This design comes from an exercise in tuning for small area, a short achievable clock period and few clock cycles on the open sky130 flow, not from production work. Only simulation tests tie the RTL to the original design; equivalence was not proved. The clock port is modelled as an ideal driver; clocking choices that lean on that would not hold on a real chip. Power and IR drop assume default switching activity.

Setup of quartz:
==> flow/design.v <==
`timescale 1ns/1ps
module text_matrix (
    input  wire [63:0] text,
    input  wire [63:0] RKey,
    output wire [63:0] txt_matrix,
    output wire [63:0] key_matrix
);
genvar n;
generate
    for (n = 0; n < 16; n = n + 1) begin : g_cell
        assign txt_matrix[4*n +: 4] = text[4*(15-n) +: 4];
        assign key_matrix[4*n +: 4] = RKey[4*(15-n) +: 4];
    end
endgenerate
endmodule
`timescale 1ns/1ps
module round_const (
    input  wire [5:0]  j,
    output wire [63:0] round_cnst
);
reg [7:0] rc;
always @(*) begin
    case (j)
        6'd0:  rc = 8'h01;
        6'd1:  rc = 8'h03;
        6'd2:  rc = 8'h07;
        6'd3:  rc = 8'h0F;
        6'd4:  rc = 8'h1F;
        6'd5:  rc = 8'h3E;
        6'd6:  rc = 8'h3D;
        6'd7:  rc = 8'h3B;
        6'd8:  rc = 8'h37;
        6'd9:  rc = 8'h2F;
        6'd10: rc = 8'h1E;
        6'd11: rc = 8'h3C;
        6'd12: rc = 8'h39;
        6'd13: rc = 8'h33;
        6'd14: rc = 8'h27;
        6'd15: rc = 8'h0E;
        6'd16: rc = 8'h1D;
        6'd17: rc = 8'h3A;
        6'd18: rc = 8'h35;
        6'd19: rc = 8'h2B;
        6'd20: rc = 8'h16;
        6'd21: rc = 8'h2C;
        6'd22: rc = 8'h18;
        6'd23: rc = 8'h30;
        6'd24: rc = 8'h21;
        6'd25: rc = 8'h02;
        6'd26: rc = 8'h05;
        6'd27: rc = 8'h0B;
        6'd28: rc = 8'h17;
        6'd29: rc = 8'h2E;
        6'd30: rc = 8'h1C;
        6'd31: rc = 8'h38;
        6'd32: rc = 8'h31;
        default: rc = 8'h00;
    endcase
end
wire [3:0] hi = {1'b0, rc[5:3]};
wire [3:0] lo = {1'b0, rc[2:0]};
assign round_cnst = { lo, 4'd4, 4'd0, 4'd0, hi, 4'd2, 4'd0, 4'd0, lo, 4'd1, 4'd0, 4'd0, hi, 4'd0, 4'd0, 4'd0 };
endmodule
`timescale 1ns/1ps
module subcells (
    input  wire [63:0] in_matrix,
    output wire [63:0] out_matrix
);
function [3:0] s_box;
    input [3:0] x;
    begin
        case (x)
            4'h0: s_box = 4'hC;
            4'h1: s_box = 4'hA;
            4'h2: s_box = 4'hD;
            4'h3: s_box = 4'h3;
            4'h4: s_box = 4'hE;
            4'h5: s_box = 4'hB;
            4'h6: s_box = 4'hF;
            4'h7: s_box = 4'h7;
            4'h8: s_box = 4'h9;
            4'h9: s_box = 4'h8;
            4'hA: s_box = 4'h1;
            4'hB: s_box = 4'h5;
            4'hC: s_box = 4'h0;
            4'hD: s_box = 4'h2;
            4'hE: s_box = 4'h4;
            default: s_box = 4'h6;
        endcase
    end
endfunction
genvar m;
generate
    for (m = 0; m < 16; m = m + 1) begin : g_cell
        assign out_matrix[4*m +: 4] = s_box(in_matrix[4*m +: 4]);
    end
endgenerate
endmodule
`timescale 1ns/1ps
module Mixrow (
    input  wire [63:0] st_mixrow,
    output reg  [63:0] mixr_state
);
reg [3:0] mixrow_matrix [0:3][0:3];
reg [3:0] temp;
integer j, k, l;
function [3:0] galiosmultiplication;
    input [3:0] a, b;
    reg [3:0] ans;
    reg [3:0] temp_a;
    integer i;
    begin
        ans = 4'b0000;
        temp_a = a;
        for (i = 0; i < 4; i = i + 1) begin
            if (b[i] == 1'b1) begin
                ans = ans ^ temp_a;
            end
            if (temp_a[3] == 1'b1) begin
                temp_a = (temp_a << 1) ^ 4'h3;  
            end else begin
                temp_a = temp_a << 1;
            end
        end
        galiosmultiplication = ans;
    end
endfunction
always @(*) begin
    mixrow_matrix[0][0] = 4'd1;  mixrow_matrix[0][1] = 4'd4;  mixrow_matrix[0][2] = 4'd9;  mixrow_matrix[0][3] = 4'd13;
    mixrow_matrix[1][0] = 4'd4;  mixrow_matrix[1][1] = 4'd1;  mixrow_matrix[1][2] = 4'd13; mixrow_matrix[1][3] = 4'd9;
    mixrow_matrix[2][0] = 4'd9;  mixrow_matrix[2][1] = 4'd13; mixrow_matrix[2][2] = 4'd1;  mixrow_matrix[2][3] = 4'd4;
    mixrow_matrix[3][0] = 4'd13; mixrow_matrix[3][1] = 4'd9;  mixrow_matrix[3][2] = 4'd4;  mixrow_matrix[3][3] = 4'd1;
    mixr_state = 64'd0;
    for (j = 0; j < 4; j = j + 1) begin
        for (k = 0; k < 4; k = k + 1) begin
            temp = 4'b0000;
            for (l = 0; l < 4; l = l + 1) begin
                temp = temp ^ galiosmultiplication(st_mixrow[4*(4*j+l) +: 4], mixrow_matrix[l][k]);
            end
            mixr_state[4*(4*j+k) +: 4] = temp;
        end
    end
end
endmodule
`timescale 1ns/1ps
module Mixcoloumn (
    input  wire [63:0] st_mixcoloumn,
    output reg  [63:0] mixc_state
);
reg [3:0] mixcoloumn_matrix [0:3][0:3];
reg [3:0] temp;
integer j, k, l;
function [3:0] galiosmultiplication;
    input [3:0] a, b;
    reg [3:0] ans;
    reg [3:0] temp_a;
    integer i;
    begin
        ans = 4'b0000;
        temp_a = a;
        for (i = 0; i < 4; i = i + 1) begin
            if (b[i] == 1'b1) begin
                ans = ans ^ temp_a;
            end
            if (temp_a[3] == 1'b1) begin
                temp_a = (temp_a << 1) ^ 4'h3;  
            end else begin
                temp_a = temp_a << 1;
            end
        end
        galiosmultiplication = ans;
    end
endfunction
always @(*) begin
    mixcoloumn_matrix[0][0] = 4'd13; mixcoloumn_matrix[0][1] = 4'd9;  mixcoloumn_matrix[0][2] = 4'd4;  mixcoloumn_matrix[0][3] = 4'd1;
    mixcoloumn_matrix[1][0] = 4'd9;  mixcoloumn_matrix[1][1] = 4'd13; mixcoloumn_matrix[1][2] = 4'd1;  mixcoloumn_matrix[1][3] = 4'd4;
    mixcoloumn_matrix[2][0] = 4'd4;  mixcoloumn_matrix[2][1] = 4'd1;  mixcoloumn_matrix[2][2] = 4'd13; mixcoloumn_matrix[2][3] = 4'd9;
    mixcoloumn_matrix[3][0] = 4'd1;  mixcoloumn_matrix[3][1] = 4'd4;  mixcoloumn_matrix[3][2] = 4'd9;  mixcoloumn_matrix[3][3] = 4'd13;
    mixc_state = 64'd0;
    for (j = 0; j < 4; j = j + 1) begin
        for (k = 0; k < 4; k = k + 1) begin
            temp = 4'b0000;
            for (l = 0; l < 4; l = l + 1) begin
                temp = temp ^ galiosmultiplication(mixcoloumn_matrix[l][k], st_mixcoloumn[4*(4*j+l) +: 4]);
            end
            mixc_state[4*(4*j+k) +: 4] = temp;
        end
    end
end
endmodule
`timescale 1ns/1ps
module LOONG_ENC (
    input  wire        clk,
    input  wire        reset,         
    input  wire        start,
    input  wire [63:0] plaintext,
    input  wire [63:0] roundKey,
    output reg  [63:0] ciphertext,
    output reg         done
);
localparam [63:0] CIPHER_CONST = 64'h6407_1204_6107_1004;
wire [63:0] txt_m;
wire [63:0] key_m;
text_matrix matirx_form (
    .text(plaintext),
    .RKey(roundKey),
    .txt_matrix(txt_m),
    .key_matrix(key_m)
);
always @(posedge clk or negedge reset) begin
    if (~reset) done <= 1'b0;
    else        done <= start;
end
always @(posedge clk) begin
    ciphertext <= txt_m ^ key_m ^ CIPHER_CONST;
end
endmodule
==> flow/config.mk <==
export PLATFORM = sky130hd
export DESIGN_NAME = LOONG_ENC
export DESIGN_NICKNAME = LOONG_ENC
export VERILOG_FILES = /design/flow/design.v
export SDC_FILE = /design/flow/constraint.sdc
export NUM_CORES = 4
export LEC_CHECK = 0
export CAP_MARGIN = 20
export CORE_MARGIN = 2
export CORE_UTILIZATION = 40
export SLEW_MARGIN = 20
==> flow/constraint.sdc <==
create_clock -name core_clock -period 5.0 [get_ports {clk}]
set_input_delay 1.0000 -clock core_clock [delete_from_list [all_inputs] [get_ports {clk}]]
set_output_delay 1.0000 -clock core_clock [all_outputs]
set_load 0.01 [all_outputs]
standard.sh (not shown) runs the stock make flow with config.mk's settings and CLKGATE_MAP_FILE= SYNTH_SCRIPT=/design/flow/synth_recipe.tcl, a recipe that flattens the netlist after the stock synthesis.
==> flow/flow/run.sh <==
#!/bin/bash
# Layout flow: the standard synthesis and flow, with small port buffers and
# a one-level clock distribution (flow/clk.tcl) in place of the CTS tree.
# Each tool's output goes to its own log in the work folder.
set -euo pipefail
W=$(pwd)
bash standard.sh synth > "$W/synth.log" 2>&1
bash standard.sh \
  BUFFER_PORTS_ARGS="-buffer_cell sky130_fd_sc_hd__buf_1" \
  PRE_IO_PLACEMENT_TCL="$W/flow/pins.tcl" \
  PRE_DETAIL_PLACE_TCL="$W/flow/place.tcl" \
  PRE_CTS_TCL="$W/flow/pre_cts.tcl" \
  CTS_ARGS="-buf_list sky130_fd_sc_hd__clkbuf_16 -root_buf sky130_fd_sc_hd__clkbuf_16 -dont_use_dummy_load" \
  finish > "$W/layout.log" 2>&1
==> flow/flow/place.tcl <==
# Runs before ORFS's detailed placement: each output bit's cells are moved to
# a slice at the die's edge next to its pins (the port buffers at the edge,
# then the XOR, then the register), and detailed placement then legalizes.
set ::my_block [ord::get_db_block]
set ::my_core [$::my_block getCoreArea]
proc my_driver {net} {
  if {$net eq "NULL"} { return "" }
  foreach it [$net getITerms] { if {[$it isOutputSignal]} { return [$it getInst] } }
  return ""
}
proc my_fanin {inst} {
  set r {}
  foreach it [$inst getITerms] {
    if {[$it isInputSignal] && ![$it isClocked]} {
      set d [my_driver [$it getNet]]
      if {$d ne ""} { lappend r $d }
    }
  }
  return $r
}
proc my_pin_xy {bt} {
  set bb [$bt getBBox]
  return [list [expr {([$bb xMin] + [$bb xMax]) / 2}] [expr {([$bb yMin] + [$bb yMax]) / 2}]]
}
# put inst with its centre at distance "along" on the edge and "depth" um inside the core
proc my_put {inst side along depth} {
  set core $::my_core
  set m [$inst getMaster]
  set d [expr {int($depth * 1000)}]
  set x0 [$core xMin]; set x1 [$core xMax]; set y0 [$core yMin]; set y1 [$core yMax]
  switch $side {
    bottom { set x $along; set y [expr {$y0 + $d}] }
    top    { set x $along; set y [expr {$y1 - $d}] }
    left   { set x [expr {$x0 + $d}]; set y $along }
    right  { set x [expr {$x1 - $d}]; set y $along }
  }
  set x [expr {min(max($x, $x0 + [$m getWidth] / 2), $x1 - [$m getWidth] / 2)}]
  set y [expr {min(max($y, $y0 + [$m getHeight] / 2), $y1 - [$m getHeight] / 2)}]
  $inst setLocation [expr {int($x - [$m getWidth] / 2)}] [expr {int($y - [$m getHeight] / 2)}]
  $inst setPlacementStatus PLACED
}
proc my_side {xy} {
  set core $::my_core
  lassign $xy px py
  set d [list [expr {abs($px - [$core xMin])}] [expr {abs([$core xMax] - $px)}] \
              [expr {abs($py - [$core yMin])}] [expr {abs([$core yMax] - $py)}]]
  return [lindex {left right bottom top} [lsearch $d [tcl::mathfunc::min {*}$d]]]
}
set k 0
foreach bt [$::my_block getBTerms] {
  if {[$bt getIoType] ne "OUTPUT"} continue
  set ob [my_driver [$bt getNet]]
  if {$ob eq ""} continue
  set xy [my_pin_xy $bt]
  set side [my_side $xy]
  set along [expr {$side eq "bottom" || $side eq "top" ? [lindex $xy 0] : [lindex $xy 1]}]
  set vert [expr {$side eq "bottom" || $side eq "top"}]
  my_put $ob $side $along [expr {$vert ? 1.36 : 0.7}]
  set ff [lindex [my_fanin $ob] 0]
  if {$ff eq ""} continue
  my_put $ff $side $along [expr {$vert ? (($k % 2) ? 9.52 : 6.8) : 8.0}]
  incr k
  foreach g [my_fanin $ff] {
    if {[string match input* [$g getName]]} continue
    my_put $g $side $along [expr {$vert ? 4.08 : 3.0}]
    foreach ib [my_fanin $g] {
      if {![string match input* [$ib getName]]} continue
      # the input buffer goes next to its own pin
      foreach it [$ib getITerms] {
        if {![$it isInputSignal]} continue
        foreach b [[$it getNet] getBTerms] {
          set ixy [my_pin_xy $b]
          set iside [my_side $ixy]
          set ivert [expr {$iside eq "bottom" || $iside eq "top"}]
          my_put $ib $iside [expr {$ivert ? [lindex $ixy 0] : [lindex $ixy 1]}] [expr {$ivert ? 1.36 : 0.7}]
        }
      }
    }
  }
}
Other scripts of this flow, unchanged in this note and not shown: flow/flow/clk.tcl, flow/flow/pins.tcl, flow/flow/pre_cts.tcl
Testbench counts of quartz, summed over its fixed seeds: cycles 960.
[inputs] ember vs quartz
diff --git a/flow/flow/place.tcl b/flow/flow/place.tcl
--- a/flow/flow/place.tcl
+++ b/flow/flow/place.tcl
@@ -4,2 +4,2 @@
-set ::my_block [ord::get_db_block]
-set ::my_core [$::my_block getCoreArea]
+set block [ord::get_db_block]
+set core [$block getCoreArea]
@@ -27 +27 @@
-  set core $::my_core
+  global core
@@ -43 +43 @@
-  set core $::my_core
+  global core
@@ -50 +50 @@
-foreach bt [$::my_block getBTerms] {
+foreach bt [$block getBTerms] {
==> run notes <==
Comparing quartz and ember, the one run not ending clean was ember. ember | ERROR | detailed placement. quartz -> ember: post-synthesis async set-or-reset flop share delta 0, exact match. quartz and ember ended up with nearly the same placer's final routability congestion estimate. ember against quartz: initial core utilization saw little to no change; per-instance average area after synthesis barely changed; area after synthesis barely changed; number of rows created at floorplan held. Synthesized cell count came out exactly the same in quartz and ember. Between quartz and ember, the number of buffers inserted by port buffering figures differ only marginally.


maple:
Starts from the design.v that is shown in full above.
==> flow/config.mk <==
export PLATFORM = sky130hd
export DESIGN_NAME = LOONG_ENC
export DESIGN_NICKNAME = LOONG_ENC
export VERILOG_FILES = /design/flow/design.v
export SDC_FILE = /design/flow/constraint.sdc
export NUM_CORES = 4
export LEC_CHECK = 0
export CAP_MARGIN = 20
export CORE_MARGIN = 2
export CORE_UTILIZATION = 40
export PLACE_DENSITY = 0.9
export SLEW_MARGIN = 20
==> flow/constraint.sdc <==
create_clock -name core_clock -period 5.0 [get_ports {clk}]
set_input_delay 1.0000 -clock core_clock [delete_from_list [all_inputs] [get_ports {clk}]]
set_output_delay 1.0000 -clock core_clock [all_outputs]
set_load 0.01 [all_outputs]
==> flow/flow/run.sh <==
#!/bin/bash
# Layout flow: the standard synthesis and flow, with small port buffers and
# a one-level clock distribution (flow/clk.tcl) in place of the CTS tree.
# Each tool's output goes to its own log in the work folder.
set -euo pipefail
W=$(pwd)
bash standard.sh synth > "$W/synth.log" 2>&1
bash standard.sh \
  BUFFER_PORTS_ARGS="-buffer_cell sky130_fd_sc_hd__buf_1" \
  PRE_CTS_TCL="$W/flow/pre_cts.tcl" \
  CTS_ARGS="-buf_list sky130_fd_sc_hd__clkbuf_16 -root_buf sky130_fd_sc_hd__clkbuf_16 -dont_use_dummy_load" \
  finish > "$W/layout.log" 2>&1
Other scripts of this flow, unchanged in this note and not shown: flow/flow/clk.tcl, flow/flow/pre_cts.tcl
maple | stages: all done | timing, DRC, antenna: all pass
Testbench counts of maple, summed over its fixed seeds: cycles 960.
Changes in zinc relative to maple:
Settings: a deleted PLACE_DENSITY that had been 0.9.
### Flow results
On final worst slack: between zinc and maple, it ends up higher for zinc.
zinc reports a lower power per standard cell area than maple does.
For via count, dividing the value from zinc by the value from maple gives 0.938.


Starts from the design.v that is shown in full above.
export LEC_CHECK = 0
export CAP_MARGIN = 20
export CORE_MARGIN = 2
export CORE_UTILIZATION = 40
export SLEW_MARGIN = 20
create_clock -name core_clock -period 5.0 [get_ports {clk}]
==> flow/flow/run.sh <==
#!/bin/bash
# Layout flow: the standard synthesis and flow, with small port buffers and
# each output register and its port buffer next to the pin (flow/place.tcl)
# and a one-level clock distribution (flow/clk.tcl) in place of the CTS tree.
# Each tool's output goes to its own log in the work folder.
set -euo pipefail
W=$(pwd)
bash standard.sh synth > "$W/synth.log" 2>&1
bash standard.sh \
  BUFFER_PORTS_ARGS="-buffer_cell sky130_fd_sc_hd__buf_1" \
  PRE_DETAIL_PLACE_TCL="$W/flow/place.tcl" \
  POST_DETAIL_PLACE_TCL="$W/flow/post_dp.tcl" \
  PRE_CTS_TCL="$W/flow/pre_cts.tcl" \
  CTS_ARGS="-buf_list sky130_fd_sc_hd__clkbuf_16 -root_buf sky130_fd_sc_hd__clkbuf_16 -dont_use_dummy_load" \
  finish > "$W/layout.log" 2>&1
==> flow/flow/clk.tcl <==
# Clock distribution: the clock port drives NCLK buffers, each at the centre
# of the registers of one sector of the die around the registers' centre.
source [file join [file dirname [info script]] sites.tcl]
proc my_clock_buffers { ncl cell } {
  set block [ord::get_db_block]
  my_sites::init 0
  set dbu [$block getDbUnitsPerMicron]
  set pins {}
  set xs 0.0; set ys 0.0
  foreach p [get_pins -of_objects [get_nets clk] -filter "direction==input"] {
    set inst [[sta::sta_to_db_pin $p] getInst]
    set bb [$inst getBBox]
    set x [expr {([$bb xMin] + [$bb xMax]) / 2.0 / $dbu}]
    set y [expr {([$bb yMin] + [$bb yMax]) / 2.0 / $dbu}]
    lappend pins [list $p $x $y]
    set xs [expr {$xs + $x}]; set ys [expr {$ys + $y}]
  }
  set n [llength $pins]
  set cx [expr {$xs / $n}]; set cy [expr {$ys / $n}]
  set pi 3.14159265358979
  set groups {}
  for {set g 0} {$g < $ncl} {incr g} { dict set groups $g {} }
  foreach e $pins {
    lassign $e p x y
    set a [expr {atan2($y - $cy, $x - $cx) + $pi}]
    set g [expr {int($a / (2 * $pi) * $ncl) % $ncl}]
    dict lappend groups $g $e
  }
  set k 0
  dict for {g es} $groups {
    if {[llength $es] == 0} continue
    set gx 0.0; set gy 0.0; set lp {}
    foreach e $es { lassign $e p x y; set gx [expr {$gx + $x}]; set gy [expr {$gy + $y}]; lappend lp $p }
    set m [llength $es]
    set buf [insert_buffer -buffer_cell $cell -net clk -load_pins $lp \
      -location [list [expr {$gx / $m}] [expr {$gy / $m}]] \
      -buffer_name clkbuf_$k -net_name clknet_$k]
    # on the free sites nearest the group's centre, so that no cell moves
    my_sites::put [$block findInst [get_full_name $buf]] [expr {int($gx / $m * $dbu)}] [expr {int($gy / $m * $dbu)}] PLACED
    puts "clock buffer clkbuf_$k: $m registers"
    incr k
  }
  foreach net [$block getNets] {
    if {[string match clknet_* [$net getName]] || [$net getName] eq "clk"} { $net setSigType CLOCK }
  }
}
Other scripts of this flow, unchanged in this note and not shown: flow/flow/place.tcl, flow/flow/post_dp.tcl, flow/flow/pre_cts.tcl, flow/flow/sites.tcl
The first run finished clean.
Testbench counts at the start, summed over its fixed seeds: cycles 960.
Change:
--- a/flow/flow/clk.tcl
+++ b/flow/flow/clk.tcl
@@ -35 +35 @@
-    set buf [insert_buffer -buffer_cell $cell -net clk -load_pins $lp \
+    insert_buffer -buffer_cell $cell -net clk -load_pins $lp \
@@ -37 +37 @@
-      -buffer_name clkbuf_$k -net_name clknet_$k]
+      -buffer_name clkbuf_$k -net_name clknet_$k
@@ -39 +39 @@
-    my_sites::put [$block findInst [get_full_name $buf]] [expr {int($gx / $m * $dbu)}] [expr {int($gy / $m * $dbu)}] PLACED
+    my_sites::put [$block findInst clkbuf_$k] [expr {int($gx / $m * $dbu)}] [expr {int($gy / $m * $dbu)}] PLACED
Now the flow ended with an error in 4_1_cts. Synthesized area stays the same. Synthesized cell count is unchanged.
Change:
--- a/flow/flow/run.sh
+++ b/flow/flow/run.sh
@@ -3 +3,2 @@
-# each output register and its port buffer next to the pin (flow/place.tcl)
+# output pins spread evenly (flow/pins.tcl), each output register and its
+# port buffer next to the pin (flow/place.tcl)
@@ -10,0 +12 @@
+  PRE_IO_PLACEMENT_TCL="$W/flow/pins.tcl" \
--- a/flow/flow/clk.tcl
+++ b/flow/flow/clk.tcl
@@ -35 +35 @@
-    insert_buffer -buffer_cell $cell -net clk -load_pins $lp \
+    set buf [insert_buffer -buffer_cell $cell -net clk -load_pins $lp \
@@ -37 +37 @@
-      -buffer_name clkbuf_$k -net_name clknet_$k
+      -buffer_name clkbuf_$k -net_name clknet_$k]
@@ -39 +39 @@
-    my_sites::put [$block findInst clkbuf_$k] [expr {int($gx / $m * $dbu)}] [expr {int($gy / $m * $dbu)}] PLACED
+    my_sites::put [$block findInst [get_full_name $buf]] [expr {int($gx / $m * $dbu)}] [expr {int($gy / $m * $dbu)}] PLACED
==> flow/flow/pins.tcl (new file) <==
# Runs before ORFS's pin placement: the output pins are spread evenly around
# the die's four edges (each in a 1 um window), so that every output's
# register and port buffer can sit right next to its pin (place.tcl). The
# input pins are left to place_pins.
set die [[ord::get_db_block] getDieArea]
set dbu [[ord::get_db_block] getDbUnitsPerMicron]
set w [expr {[$die dx] / double($dbu)}]
set h [expr {[$die dy] / double($dbu)}]
set outs {done}
for {set i 0} {$i < 64} {incr i} { lappend outs "ciphertext\[$i\]" }
set n [llength $outs]
set per [list [expr {($n + 3) / 4}] [expr {($n + 2) / 4}] [expr {($n + 1) / 4}] [expr {$n / 4}]]
set k 0
foreach edge {bottom right top left} cnt $per {
  set len [expr {$edge eq "bottom" || $edge eq "top" ? $w : $h}]
  for {set j 0} {$j < $cnt} {incr j} {
    set c [expr {$len * ($j + 0.5) / $cnt}]
    set_io_pin_constraint -pin_names [list [lindex $outs $k]] \
      -region $edge:[format %.2f [expr {$c - 0.5}]]-[format %.2f [expr {$c + 0.5}]]
    incr k
  }
}
- The changed run never finished: it broke off in 3_2_place_iop
- synthesized cell count does not change
- synthesized area does not change
Change:
--- a/flow/flow/pins.tcl
+++ b/flow/flow/pins.tcl
@@ -17 +17 @@
-    set c [expr {$len * ($j + 0.5) / $cnt}]
+    set c [expr {4.0 + ($len - 8.0) * ($j + 0.5) / $cnt}]
@@ -19 +19 @@
-      -region $edge:[format %.2f [expr {$c - 0.5}]]-[format %.2f [expr {$c + 0.5}]]
+      -region $edge:[format %.2f [expr {$c - 0.7}]]-[format %.2f [expr {$c + 0.7}]]
Result:
- The new run completed with no timing, DRC or antenna violations
- synthesized cell count is unchanged
- synthesized area stays the same

-- what the ideal ports hide --
The flow's constraints put no driver on any port. The routed layouts listed below were extracted and timed again, unchanged, in two steps.
Step 1: set_driving_cell puts a clkbuf_16 on clk and a buf_2 on each other input, an assumption about the parent block.
Step 2 times the ports against the registers' clock, not the clock port: input delays grow and output delays shrink by t, the midpoint of the rising clock arrivals with the driver on.
a / b / c = ideal ports / drivers / drivers and shift; a / b = the first two.
| run | t, ns | slack for setup (ns) | worst register clock-pin slew, ns | pins driven straight from the clock port |
|---|---|---|---|---|
| quartz | 0.199 | 3.350 / 3.281 / 3.479 | 0.07 / 0.07 | 4 |
| maple | 0.204 | 3.352 / 3.283 / 3.486 | 0.07 / 0.07 | 4 |
| zinc | 0.202 | 3.374 / 3.305 / 3.507 | 0.07 / 0.07 | 4 |
| the first run of note 3 | 0.198 | 3.389 / 3.325 / 3.522 | 0.07 / 0.07 | 4 |
| the fourth run of note 3 | 0.202 | 3.367 / 3.296 / 3.371 | 0.07 / 0.07 | 4 |
After both steps setup and hold are still met in every run listed.
